This design comes from an exercise in tuning for small area, a short achievable clock period and few clock cycles per item on the open sky130 flow, not from production work. At most, simulation tests tie the RTL to the original design; equivalence was not proved.

build 32:
// Final
module Final(
    rst_n,
    clk,
    in_valid,
    weight_valid,
    I,
    W,
    out_valid,
    OUT
);
==> flow/config.mk <==
export PLATFORM = sky130hd
export DESIGN_NAME = Final
export DESIGN_NICKNAME = Final
export VERILOG_FILES = /design/flow/design.v
export SDC_FILE = /design/flow/constraint.sdc
export NUM_CORES = 4
export LEC_CHECK = 0
export CAP_MARGIN = 20
export CORE_MARGIN = 2
export CORE_UTILIZATION = 40
export SETUP_SLACK_MARGIN = 3.5
export SLEW_MARGIN = 20
export SYNTH_HIERARCHICAL = 1
==> flow/constraint.sdc <==
create_clock -name core_clock -period 10.0 [get_ports {clk}]
set_input_delay 2.0000 -clock core_clock [delete_from_list [all_inputs] [get_ports {clk}]]
set_output_delay 2.0000 -clock core_clock [all_outputs]
set_load 0.01 [all_outputs]
standard.sh (not shown) runs the stock make flow with config.mk's settings and CLKGATE_MAP_FILE= SYNTH_SCRIPT=/design/flow/synth_recipe.tcl, a recipe that flattens the netlist after the stock synthesis.
==> flow/flow/run.sh <==
#!/bin/bash
# Own layout flow: the standard flow (standard.sh, unchanged synthesis and
# steps) with the port buffers made from the small sky130_fd_sc_hd__buf_1
# instead of the default delay buffer. Each tool's output goes to a log here.
set -euo pipefail
export BUFFER_PORTS_ARGS="-buffer_cell sky130_fd_sc_hd__buf_1"
bash standard.sh > standard_flow.log 2>&1
Testbench counts of build 32, summed over its fixed seeds: cycles 3,200, items 3,200.
### build 32 -> build 9
Settings: SETUP_SLACK_MARGIN now 5, was 3.5.
==> flow/run.sh (new file) <==
#!/bin/bash
# synth_recipe.tcl (not shown) runs the flow's synth.tcl, then flattens the netlist and writes it again
# the make line also repeats each setting of config.mk as NAME=value (left out here)
make -C /OpenROAD-flow-scripts/flow DESIGN_CONFIG=/design/flow/config.mk WORK_HOME=/design/flow/orfs CLKGATE_MAP_FILE= SYNTH_SCRIPT=/design/flow/synth_recipe.tcl finish
removed: flow/flow/run.sh
removed: flow/standard.sh
Findings:
- Area after synthesis came out exactly the same in build 32 and build 9.
- Diff build 32 -> build 9 | non-clock buffer count | up by more than 10%
- Build 9: final-layout non-clock buffer area share is 8.7 points higher than what build 32 reported.
- Between build 32 and build 9, share of the clock period used by the worst path after layout is higher for build 32, build 9 comes in under that.
- For build 32, the uppermost signal routing layer after detailed routing was met4, unlike build 9, where it was met5.
- Setup slack (lower): build 32
- Comparing build 32 and build 9, the lower number of global-route vias before repair is on build 32.
- | worst clock skew on the final layout | build 9 vs build 32 | ≈ equal |
Modified inputs, build 54 compared to build 9
Settings: a change of SETUP_SLACK_MARGIN from 5 to 3.0.
==> flow/flow/run.sh (new file) <==
#!/bin/bash
# Own layout flow: the standard flow (standard.sh, unchanged synthesis and
# steps) with the port buffers made from the small sky130_fd_sc_hd__buf_1
# instead of the default delay buffer. Each tool's output goes to a log here.
set -euo pipefail
export BUFFER_PORTS_ARGS="-buffer_cell sky130_fd_sc_hd__buf_1"
bash standard.sh > standard_flow.log 2>&1
==> flow/standard.sh (new file) <==
#!/bin/bash
# synth_recipe.tcl (not shown) runs the flow's synth.tcl, then flattens the netlist and writes it again
# the make line also repeats each setting of config.mk as NAME=value (left out here)
make -C /OpenROAD-flow-scripts/flow DESIGN_CONFIG=/design/flow/config.mk WORK_HOME=/design/flow/orfs CLKGATE_MAP_FILE= SYNTH_SCRIPT=/design/flow/synth_recipe.tcl "${@:-finish}"
removed: flow/run.sh
Findings:
For cell area, dividing the value from build 9 by the value from build 54 gives 1.2. Of build 54 and build 9, it is build 54 that has the lower critical path depth. Per the comparison of build 54 with build 9, register share of the cell area rose by 3.7 points; clock skew stayed essentially flat.
> inputs changed (build 54 -> build 59)
Settings: swapping 3.0 for 4 in SETUP_SLACK_MARGIN.
==> flow/flow/run.sh <==
#!/bin/bash
# Own layout flow: the standard flow (standard.sh, unchanged synthesis and
# steps) with
#  - port buffers made from the small sky130_fd_sc_hd__buf_1 instead of the
#    default delay buffer;
#  - clock tree synthesis without dummy loads and with smaller clock buffers.
# The make output goes to standard_flow.log here; ORFS keeps each step's log
# under orfs/logs.
set -euo pipefail
export BUFFER_PORTS_ARGS="-buffer_cell sky130_fd_sc_hd__buf_1"
export CTS_ARGS="-sink_clustering_enable -sink_clustering_size 14 -repair_clock_nets -dont_use_dummy_load -buf_list {sky130_fd_sc_hd__clkbuf_4 sky130_fd_sc_hd__clkbuf_8} -root_buf sky130_fd_sc_hd__clkbuf_8"
bash standard.sh > standard_flow.log 2>&1
==> summary.txt <==
Build 54 -> build 59: number of filler instances in the final layout increased slightly. In the reports for build 59 and build 54, the larger time the final worst path needs with I/O delays and setup belongs to build 54. Build 59 ended with more overall via count from detail_route than build 54. In build 59, the hold slack came out 0.011 ns below the value in build 54. Looking at top layer reached by signal wires, the met4 result is from build 54; the met5 one comes from build 59. Summed area of non-filler cells in the final layout essentially unchanged between build 59 and build 54. Cmp build 59 vs build 54: part of the cycle the worst path needs lower in build 59.


Another version of the RTL of Final (not shown whole).
Size: about 190 flip-flops.
make LEC_CHECK=0 CAP_MARGIN=20 CORE_MARGIN=2 CORE_UTILIZATION=40 SETUP_SLACK_MARGIN=4 SLEW_MARGIN=20 SYNTH_HIERARCHICAL=1 finish   # period 10.0 ns
run.sh (not shown) runs the stock make flow with config.mk's settings and CLKGATE_MAP_FILE= SYNTH_SCRIPT=/design/flow/synth_recipe.tcl, a recipe that flattens the netlist after the stock synthesis.
Stock flow here: none of the scripts above is used.
The starting point completed with no timing, DRC or antenna violations.
Edit:
SETUP_SLACK_MARGIN = not set   (was 4)
After rerunning:
- The new run finished with timing, DRC and antenna clean
- maximum frequency is lower by 12%
- non-clock buffer count decreases by 12
- wire length shrinks by 0.87%
- final cell count shrinks by 0.46%
- clock-buffer cell count rises by 1
- worst setup slack got worse by 0.81 ns
No functional check of the RTL was part of any run of this note.


v59:
Final, a different RTL version from the one above (not shown whole).
Size in the first run: about 190 flip-flops, about 270 I/O pins.
Design Final, start of the top module:
module Final(
    rst_n,
    clk,
    in_valid,
    weight_valid,
    I,
    W,
    out_valid,
    OUT
);
==> flow/config.mk <==
export PLATFORM = sky130hd
export DESIGN_NAME = Final
export DESIGN_NICKNAME = Final
export VERILOG_FILES = /design/flow/design.v
export SDC_FILE = /design/flow/constraint.sdc
export NUM_CORES = 4
export LEC_CHECK = 0
export CAP_MARGIN = 20
export CORE_MARGIN = 2
export CORE_UTILIZATION = 40
export SETUP_SLACK_MARGIN = 4.5
export SLEW_MARGIN = 20
export SYNTH_HIERARCHICAL = 1
==> flow/constraint.sdc <==
create_clock -name core_clock -period 10.0 [get_ports {clk}]
set_input_delay 2.0000 -clock core_clock [delete_from_list [all_inputs] [get_ports {clk}]]
set_output_delay 2.0000 -clock core_clock [all_outputs]
set_load 0.01 [all_outputs]
standard.sh (not shown) runs the stock make flow with config.mk's settings and CLKGATE_MAP_FILE= SYNTH_SCRIPT=/design/flow/synth_recipe.tcl, a recipe that flattens the netlist after the stock synthesis.
==> flow/flow/run.sh <==
#!/bin/bash
# Own layout flow: the standard flow (standard.sh, unchanged synthesis and
# steps) with the port buffers made from the small sky130_fd_sc_hd__buf_1
# instead of the default delay buffer. Each tool's output goes to a log here.
set -euo pipefail
export BUFFER_PORTS_ARGS="-buffer_cell sky130_fd_sc_hd__buf_1"
bash standard.sh > standard_flow.log 2>&1
v59 finished end to end and its layout was clean on timing, DRC and antenna.
### v59 -> v20
Settings: SETUP_SLACK_MARGIN now 3.8, was 4.5.
==> flow/flow/run.sh <==
#!/bin/bash
# Own layout flow: the standard flow (standard.sh, unchanged synthesis and
# steps) with
#  - port buffers made from the small sky130_fd_sc_hd__buf_1 instead of the
#    default delay buffer;
#  - clock tree synthesis without dummy loads and with smaller clock buffers.
# The make output goes to standard_flow.log here; ORFS keeps each step's log
# under orfs/logs.
set -euo pipefail
export BUFFER_PORTS_ARGS="-buffer_cell sky130_fd_sc_hd__buf_1"
export CTS_ARGS="-sink_clustering_enable -repair_clock_nets -dont_use_dummy_load -buf_list {sky130_fd_sc_hd__clkbuf_4 sky130_fd_sc_hd__clkbuf_8} -root_buf sky130_fd_sc_hd__clkbuf_8"
bash standard.sh > standard_flow.log 2>&1
==> comparison <==
Between v59 and v20, the critical path depth is higher for v59. Compared to v59, v20 has placement-stage cell area 2.8% lower. Reported for v59 and v20, simple-gate share of the synthesized area turned out identical to the last digit. Relative to v59, fmax decreased by 1.4% in v20.
The inputs of v28 differ from those of v20 as listed below.
Settings: changing SETUP_SLACK_MARGIN from 3.8 to 4.
-- flow/flow/run.sh --
<<< v20, line 10
export BUFFER_PORTS_ARGS="-buffer_cell sky130_fd_sc_hd__buf_1"
export CTS_ARGS="-sink_clustering_enable -repair_clock_nets -dont_use_dummy_load -buf_list {sky130_fd_sc_hd__clkbuf_4 sky130_fd_sc_hd__clkbuf_8} -root_buf sky130_fd_sc_hd__clkbuf_8"
bash standard.sh > standard_flow.log 2>&1
>>> v28, line 10
export BUFFER_PORTS_ARGS="-buffer_cell sky130_fd_sc_hd__buf_1"
export CTS_ARGS="-sink_clustering_enable -sink_clustering_size 14 -repair_clock_nets -dont_use_dummy_load -buf_list {sky130_fd_sc_hd__clkbuf_4 sky130_fd_sc_hd__clkbuf_8} -root_buf sky130_fd_sc_hd__clkbuf_8"
bash standard.sh > standard_flow.log 2>&1
- v28 vs v20 — layout filler cell count dropped slightly
- The last weighted congestion value of the routability-driven placer was comparable across v28 and v20.
- Changes observed in v28 relative to v20: minimum clock period went down, fraction of standard cell area in multi-input logic did not really move, instance count on the critical path went up, sum of met3 wire segment lengths after detailed routing went up, register fraction of the total cell area went down.
- On antenna diode count: v28 sits below v20.
- Final worst setup slack was higher in the run labelled v28.
Function was not checked in any run of this note: the RTL went through the layout flow alone.

[re-timing with driven ports]
The results above use ideal ports. As a check the final layouts listed here were re-extracted and re-timed, cells and wires unchanged.
Step 1 (the two cells are an assumption about what drives the block):
set clk [get_ports {clk}]
set_driving_cell -lib_cell sky130_fd_sc_hd__clkbuf_16 $clk
set_driving_cell -lib_cell sky130_fd_sc_hd__buf_2 [delete_from_list [all_inputs] $clk]
Step 2 times the ports against the registers' clock, not the clock port: input delays grow and output delays shrink by t, the midpoint of the rising clock arrivals with the driver on.
a / b / c = ideal ports / drivers / drivers and shift; a / b = the first two.
| run | shift t [ns] | setup WS [ns] | worst hold slack (ns) | worst setup path at the end | pins driven straight from the clock port |
|---|---|---|---|---|---|
| build 32 | 0.530 | 3.637 / 3.637 / 3.108 | 0.545 / 0.545 / 0.545 | input to register | 1 |
| build 9 | 0.534 | 4.214 / 3.931 / 3.396 | 0.532 / 0.532 / 0.532 | input to register | 1 |
| build 54 | 0.532 | 3.235 / 3.267 / 2.735 | 0.548 / 0.548 / 0.548 | input to register | 1 |
| build 59 | 0.574 | 4.044 / 3.918 / 3.344 | 0.537 / 0.537 / 0.537 | input to register | 1 |
| the first run of note 2 | 0.534 | 4.079 / 3.898 / 3.364 | 0.550 / 0.550 / 0.550 | input to register | 1 |
| the second run of note 2 | 0.528 | 3.274 / 3.302 / 2.774 | 0.545 / 0.545 / 0.545 | input to register | 1 |
| v59 | 0.522 | 3.925 / 3.787 / 3.266 | 0.492 / 0.492 / 0.492 | input to register | 1 |
| v20 | 0.563 | 3.839 / 3.873 / 3.310 | 0.493 / 0.493 / 0.493 | input to register | 1 |
| v28 | 0.617 | 3.995 / 4.005 / 3.388 | 0.493 / 0.493 / 0.493 | input to register | 1 |
After both steps every run listed still meets setup and hold. The setup slack of build 9, which loses most, moves by -0.283 ns with the drivers and by -0.818 ns with both steps.
